Background: an optimization exercise with open tools, aiming at a short achievable clock period and few clock cycles. Do not read the settings as production practice. The RTL was checked by simulation tests, not by an equivalence proof against the original design. Power and IR drop assume default switching activity.

== old ==
## y86_pipe
module y86_pipe (
    input clk,
    input rst,                   
    output [11:0] imem_addr,     
    input  [79:0] imem_data,     
    output [13:0] dmem_addr,     
    output [63:0] dmem_wdata,    
    output dmem_we,              
    input  [63:0] dmem_rdata,    
    output [1:0] stat            
);
For scale: about 9500 cells after synthesis, ~100000 um^2 of cells after synthesis.
==> flow/config.mk <==
export PLATFORM = sky130hd
export DESIGN_NAME = y86_pipe
export DESIGN_NICKNAME = y86_pipe
export VERILOG_FILES = /design/flow/design.v
export SDC_FILE = /design/flow/constraint.sdc
export NUM_CORES = 4
export LEC_CHECK = 0
export CAP_MARGIN = 20
export CORE_MARGIN = 2
export CORE_UTILIZATION = 50
export SLEW_MARGIN = 20
export SYNTH_HIERARCHICAL = 1
==> flow/constraint.sdc <==
create_clock -name core_clock -period 26.0 [get_ports {clk}]
set_input_delay 5.2000 -clock core_clock [delete_from_list [all_inputs] [get_ports {clk}]]
set_output_delay 5.2000 -clock core_clock [all_outputs]
set_load 0.01 [all_outputs]
standard.sh (not shown) runs the stock make flow with config.mk's settings and CLKGATE_MAP_FILE= SYNTH_SCRIPT=/design/flow/synth_recipe.tcl, a recipe that flattens the netlist after the stock synthesis.
==> flow/flow/run.sh <==
#!/bin/bash
set -uo pipefail
cd "$(dirname "$0")/.."
MARGIN=$(cat flow/margin.txt)
bash standard.sh \
    SETUP_SLACK_MARGIN="$MARGIN" \
    MATCH_CELL_FOOTPRINT=0 \
    "BUFFER_PORTS_ARGS=-buffer_cell sky130_fd_sc_hd__buf_6" \
    finish > flow_standard.log 2>&1
status=$?
exit $status
==> flow/flow/margin.txt <==
19.5
Testbench counts of old, summed over its fixed seeds: cycles 20,467.
For new, these inputs were changed with respect to old:
--- a/flow/design.v
+++ b/flow/design.v
@@ -64,26 +64,27 @@
 reg [1:0]  M_flags;
 reg        M_exc;
 reg [1:0]  M_stat;
 reg [12:0] M_pred;
 reg        W_valid;
 reg [63:0] W_valE, W_valM;
 reg [3:0]  W_dstE, W_dstM;
 reg        W_isOP;
-reg        W_mis;                
-reg        W_bad;                
+reg        W_isRet;              
+reg [12:0] W_pred;               
 reg [1:0]  W_flags;
 reg [1:0]  CC;                   
 reg [1:0]  S_stat;               
 reg        stop;                 
 reg [63:0] regs [0:14];
 reg [12:0] ras [0:7];
 reg [2:0]  ras_sp;               
-wire W_mismatch = W_mis;
+wire W_mismatch = W_isRet & (W_valM != {51'd0, W_pred});
+wire W_bad      = |W_valM[63:12];
 wire [3:0] D_icode = D_raw[79:76];
 wire [3:0] D_ifun  = D_raw[75:72];
 wire [3:0] D_rA    = D_raw[71:68];
 wire [3:0] D_rB    = D_raw[67:64];
 wire [63:0] D_valC = D_isJC ? D_raw[71:8] : D_raw[63:0];
 wire d_exc = D_bad | D_invalid | D_isHalt;
 wire [1:0] d_stat = D_bad ? 2'd2 : D_invalid ? 2'd3 : D_isHalt ? 2'd1 : 2'd0;
 wire dv   = D_valid & ~stop;             
@@ -276,19 +277,19 @@
 wire [14:0] e_lo  = {1'b0, E_X[13:0]} + {1'b0, E_Y[13:0]};
 wire e_hi_zero = (e_xor[14] == e_lo[14]) & ~|(e_xor[63:15] ^ e_or[62:14]);
 wire e_fault = e_isMem & (e_useX ? |E_X[63:14] : ~e_hi_zero);
 wire block_store = (M_valid & M_exc) | (S_stat != 2'd0);
 wire [63:0] e_wdata;
 late_sel u_selw (.sel(E_Afwd), .inv(1'b0), .late(dmem_rdata), .other(E_A), .out(e_wdata));
 wire m_we_pre = ~(rst | W_mismatch | ~E_valid) & e_isStore & ~e_fault & ~E_exc & ~block_store;
 wire m_ret    = M_isRet & ~rst & ~W_mismatch;
-wire m_we_n, w_mis_n, m_hibad;
+wire m_we_n;
 ret_check u_rchk (.rdata(dmem_rdata), .pred(M_pred), .is_ret(m_ret), .we_pre(m_we_pre),
-                  .we(m_we_n), .mis(w_mis_n), .hibad(m_hibad));
+                  .we(m_we_n));
 always @(posedge clk) begin
     if (rst | W_mismatch | ~E_valid) begin
         M_valid <= 1'b0;
         M_dstE  <= RNONE;
         M_dstM  <= RNONE;
         M_isOP  <= 1'b0;
         M_isRet <= 1'b0;
         M_exc   <= 1'b0;
@@ -312,26 +313,27 @@
 assign dmem_wdata = M_wdata;
 assign dmem_we    = M_we;
 always @(posedge clk) begin
     if (rst | W_mismatch | ~M_valid) begin
         W_valid <= 1'b0;
         W_dstE  <= RNONE;
         W_dstM  <= RNONE;
         W_isOP  <= 1'b0;
+        W_isRet <= 1'b0;
     end else begin
         W_valid <= 1'b1;
         W_dstE  <= M_dstE;
         W_dstM  <= M_dstM;
         W_isOP  <= M_isOP;
+        W_isRet <= M_isRet;
     end
-    W_mis   <= w_mis_n;
     W_valE  <= M_valE;
     W_valM  <= dmem_rdata;
-    W_bad   <= m_hibad;
+    W_pred  <= M_pred;
     W_flags <= M_flags;
 end
 always @(posedge clk) begin
     if (rst)
         S_stat <= 2'd0;
     else if (S_stat == 2'd0 && !W_mismatch) begin
         if (M_valid && M_exc)
             S_stat <= M_stat;
@@ -505,24 +507,20 @@
 );
     assign out = sel ? (late ^ {64{inv}}) : other;
 endmodule
 module ret_check (
     input  [63:0] rdata,
     input  [12:0] pred,
     input         is_ret,
     input         we_pre,
-    output        we,
-    output        mis,
-    output        hibad
+    output        we
 );
     wire differ = rdata != {51'd0, pred};
-    assign mis   = is_ret & differ;
-    assign we    = we_pre & ~(is_ret & differ);
-    assign hibad = |rdata[63:12];
+    assign we = we_pre & ~(is_ret & differ);
 endmodule
 module ks_add64 (input [63:0] a, input [63:0] b, input ci, output [63:0] s, output co);
     wire [63:0] p0 = a ^ b;
     wire [64:0] g [0:7];
     wire [64:0] p [0:7];
     assign g[0] = {a & b, ci};
     assign p[0] = {p0, 1'b0};
     genvar l, i;
==> comparison <==
The higher area overhead of the layout relative to synthesis of new and old is in old.
Post-route non-filler standard cell count went up slightly going from old to new.
Comparing new and old, the lower final RePlAce weighted congestion was measured on old.
Re via count of the routed design: new is 0.70% up on old.
Comparing new and old, cell count after synthesis is higher on new.
Of new and old, old shows the lower power attributed to sequential cells, with new above it.
Between old and new, the share of the synthesized netlist area taken by xor and xnor gates figures differ only marginally.
Against old, new comes in 16 higher on total of clock buffers placed in the layout.
old -> new: post-cts sizing count increased by a little under 10%
Diff old -> new: register-to-register setup slack down 0.03 ns; die outline area now larger.
Testbench counts of new, summed over its fixed seeds: cycles 20,467.

* * *

v33:
Another version of the RTL of y86_pipe (not shown whole).
Size in the first run: roughly 8,800 cells after synthesis, about 240 I/O pins, roughly 98,000 µm² of cells after synthesis.
==> flow/config.mk <==
export PLATFORM = sky130hd
export DESIGN_NAME = y86_pipe
export DESIGN_NICKNAME = y86_pipe
export VERILOG_FILES = /design/flow/design.v
export SDC_FILE = /design/flow/constraint.sdc
export NUM_CORES = 4
export LEC_CHECK = 0
export CAP_MARGIN = 20
export CORE_MARGIN = 2
export CORE_UTILIZATION = 50
export SLEW_MARGIN = 20
export SYNTH_HIERARCHICAL = 1
==> flow/constraint.sdc <==
create_clock -name core_clock -period 26.0 [get_ports {clk}]
set_input_delay 5.2000 -clock core_clock [delete_from_list [all_inputs] [get_ports {clk}]]
set_output_delay 5.2000 -clock core_clock [all_outputs]
set_load 0.01 [all_outputs]
Scripts as last shown in full above: flow/flow/run.sh, flow/flow/margin.txt
Testbench counts of v33, summed over its fixed seeds: cycles 20,707.
Edits applied to the flow inputs when going from v33 to v34:
-- flow/design.v --
<<< v33, line 143
                  .pred(D_predT), .cc(cc_D), .taken(d_taken), .mispred(d_mispred));
wire D_tgt_bad  = |D_raw[71:20];
wire [12:0] d_redir = D_predT ? D_valP : {D_tgt_bad, D_valC[11:0]};
wire d_Adata    = D_Adata;
wire d_lA       = E_isLoad & (E_dstM != RNONE) & (E_dstM == d_srcA);
>>> v34, line 143
                  .pred(D_predT), .cc(cc_D), .taken(d_taken), .mispred(d_mispred));
wire D_tgt_bad  = |D_raw[71:20];
wire [12:0] d_redir = d_taken ? {D_tgt_bad, D_valC[11:0]} : D_valP;
wire d_Adata    = D_Adata;
wire d_lA       = E_isLoad & (E_dstM != RNONE) & (E_dstM == d_srcA);
<<< v33, line 258
    if (rst)
        ras_sp <= 3'd0;
    else if (d_advance & d_call)
        ras_sp <= ras_sp + 3'd1;
    else if (d_advance & d_ret)
        ras_sp <= ras_sp - 3'd1;
end
always @(posedge clk) begin
    if (d_call & ~d_replay & ~W_mismatch)
        ras[ras_sp] <= D_valP;
end
always @(posedge clk) begin
>>> v34, line 258
    if (rst)
        ras_sp <= 3'd0;
    else if (d_advance & d_call) begin
        ras[ras_sp] <= D_valP;
        ras_sp <= ras_sp + 3'd1;
    end else if (d_advance & d_ret)
        ras_sp <= ras_sp - 3'd1;
end
always @(posedge clk) begin
<<< v33, line 310
wire e_useX    = (E_icode == I_RET) | (E_icode == I_POP);   
wire [63:0] e_addr = e_useX ? E_X : e_sum;
wire [14:0] e_lo  = {1'b0, E_X[13:0]} + {1'b0, E_Y[13:0]};
wire e_hi_zero = (e_xor[14] == e_lo[14]) & ~|(e_xor[63:15] ^ e_or[62:14]);
wire e_fault = e_isMem & (e_useX ? |E_X[63:14] : ~e_hi_zero);
wire block_store = (M_valid & M_exc) | (S_stat != 2'd0);
wire [63:0] e_wdata;
>>> v34, line 307
wire e_useX    = (E_icode == I_RET) | (E_icode == I_POP);   
wire [63:0] e_addr = e_useX ? E_X : e_sum;
wire e_fault = e_isMem & (|e_addr[63:14]);
wire block_store = (M_valid & M_exc) | (S_stat != 2'd0);
wire [63:0] e_wdata;
Notes after the runs:
- [compare] base=v33 new=v34: final critical path time including I/O delays and setup held steady; multi-input combinational cell count now sits higher; die height about even; global-route wire length before repair saw an increase; worst setup slack closely matched the old numbers.
- v33 → v34: number of remaining DRC errors about even; final antenna diode count fell 6; cell count after placement rose 0.90%.
- Comparing v33 and v34, the lower fraction of power consumed by sequential logic was measured on v34.
- Per the final summary, v34 finished and its layout is clean on timing, DRC and antenna.
- v33 reached the final stage; the timing, DRC and antenna checks on its layout passed.
- Cmp v33 and v34 / area of the multi-input gates / lower: v33
- Fraction of the core area covered by cells at the end of the flow ended up 0.22 points higher on v34 than on v33.
- Routed wire length per instance, v34 vs v33: up slightly
- Summary of the comparison: number of global-route vias before repair is higher in v34, relative to v33.
- Compared with v33, count of non-filler cells in the finished layout in v34 increased slightly.
- A worst setup path startpoint of M_wdata[12]$_DFF_P_ is what v34 shows, while F_pco[4]$_SDFF_PP0_ belongs to v33.
Testbench counts of v34, summed over its fixed seeds: cycles 20,707.

afterwards: timing with drivers on the ports:
How much do the figures lean on ideal ports? The routed layouts below were timed once more, with nothing changed but the port constraints. Step 1 sets driving cells, clkbuf_16 on the clock port and buf_2 on the other inputs (assumed; they add their load-dependent delay and slew). Step 2 times the ports against the registers' clock, not the clock port: input delays grow and output delays shrink by t, the midpoint of the rising clock arrivals with the driver on. Slacks: ideal ports / drivers / drivers and shift; pairs: ideal ports / drivers.
| run | shift t [ns] | slack for setup (ns) | clock arrival spread, ns | pins driven straight from the clock port |
|---|---|---|---|---|
| old | 0.988 | 19.417 / 19.300 / 18.507 | 0.058 / 0.058 | 1 |
| new | 0.973 | 19.397 / 19.296 / 18.539 | 0.074 / 0.074 | 1 |
| v33 | 0.952 | 19.430 / 19.341 / 18.685 | 0.038 / 0.038 | 1 |
| v34 | 0.967 | 19.431 / 19.336 / 18.611 | 0.048 / 0.048 | 1 |
After both steps every run listed still meets setup and hold. For old, which loses most, drivers alone change the setup slack by -0.117 ns; drivers and shift together by -0.910 ns.
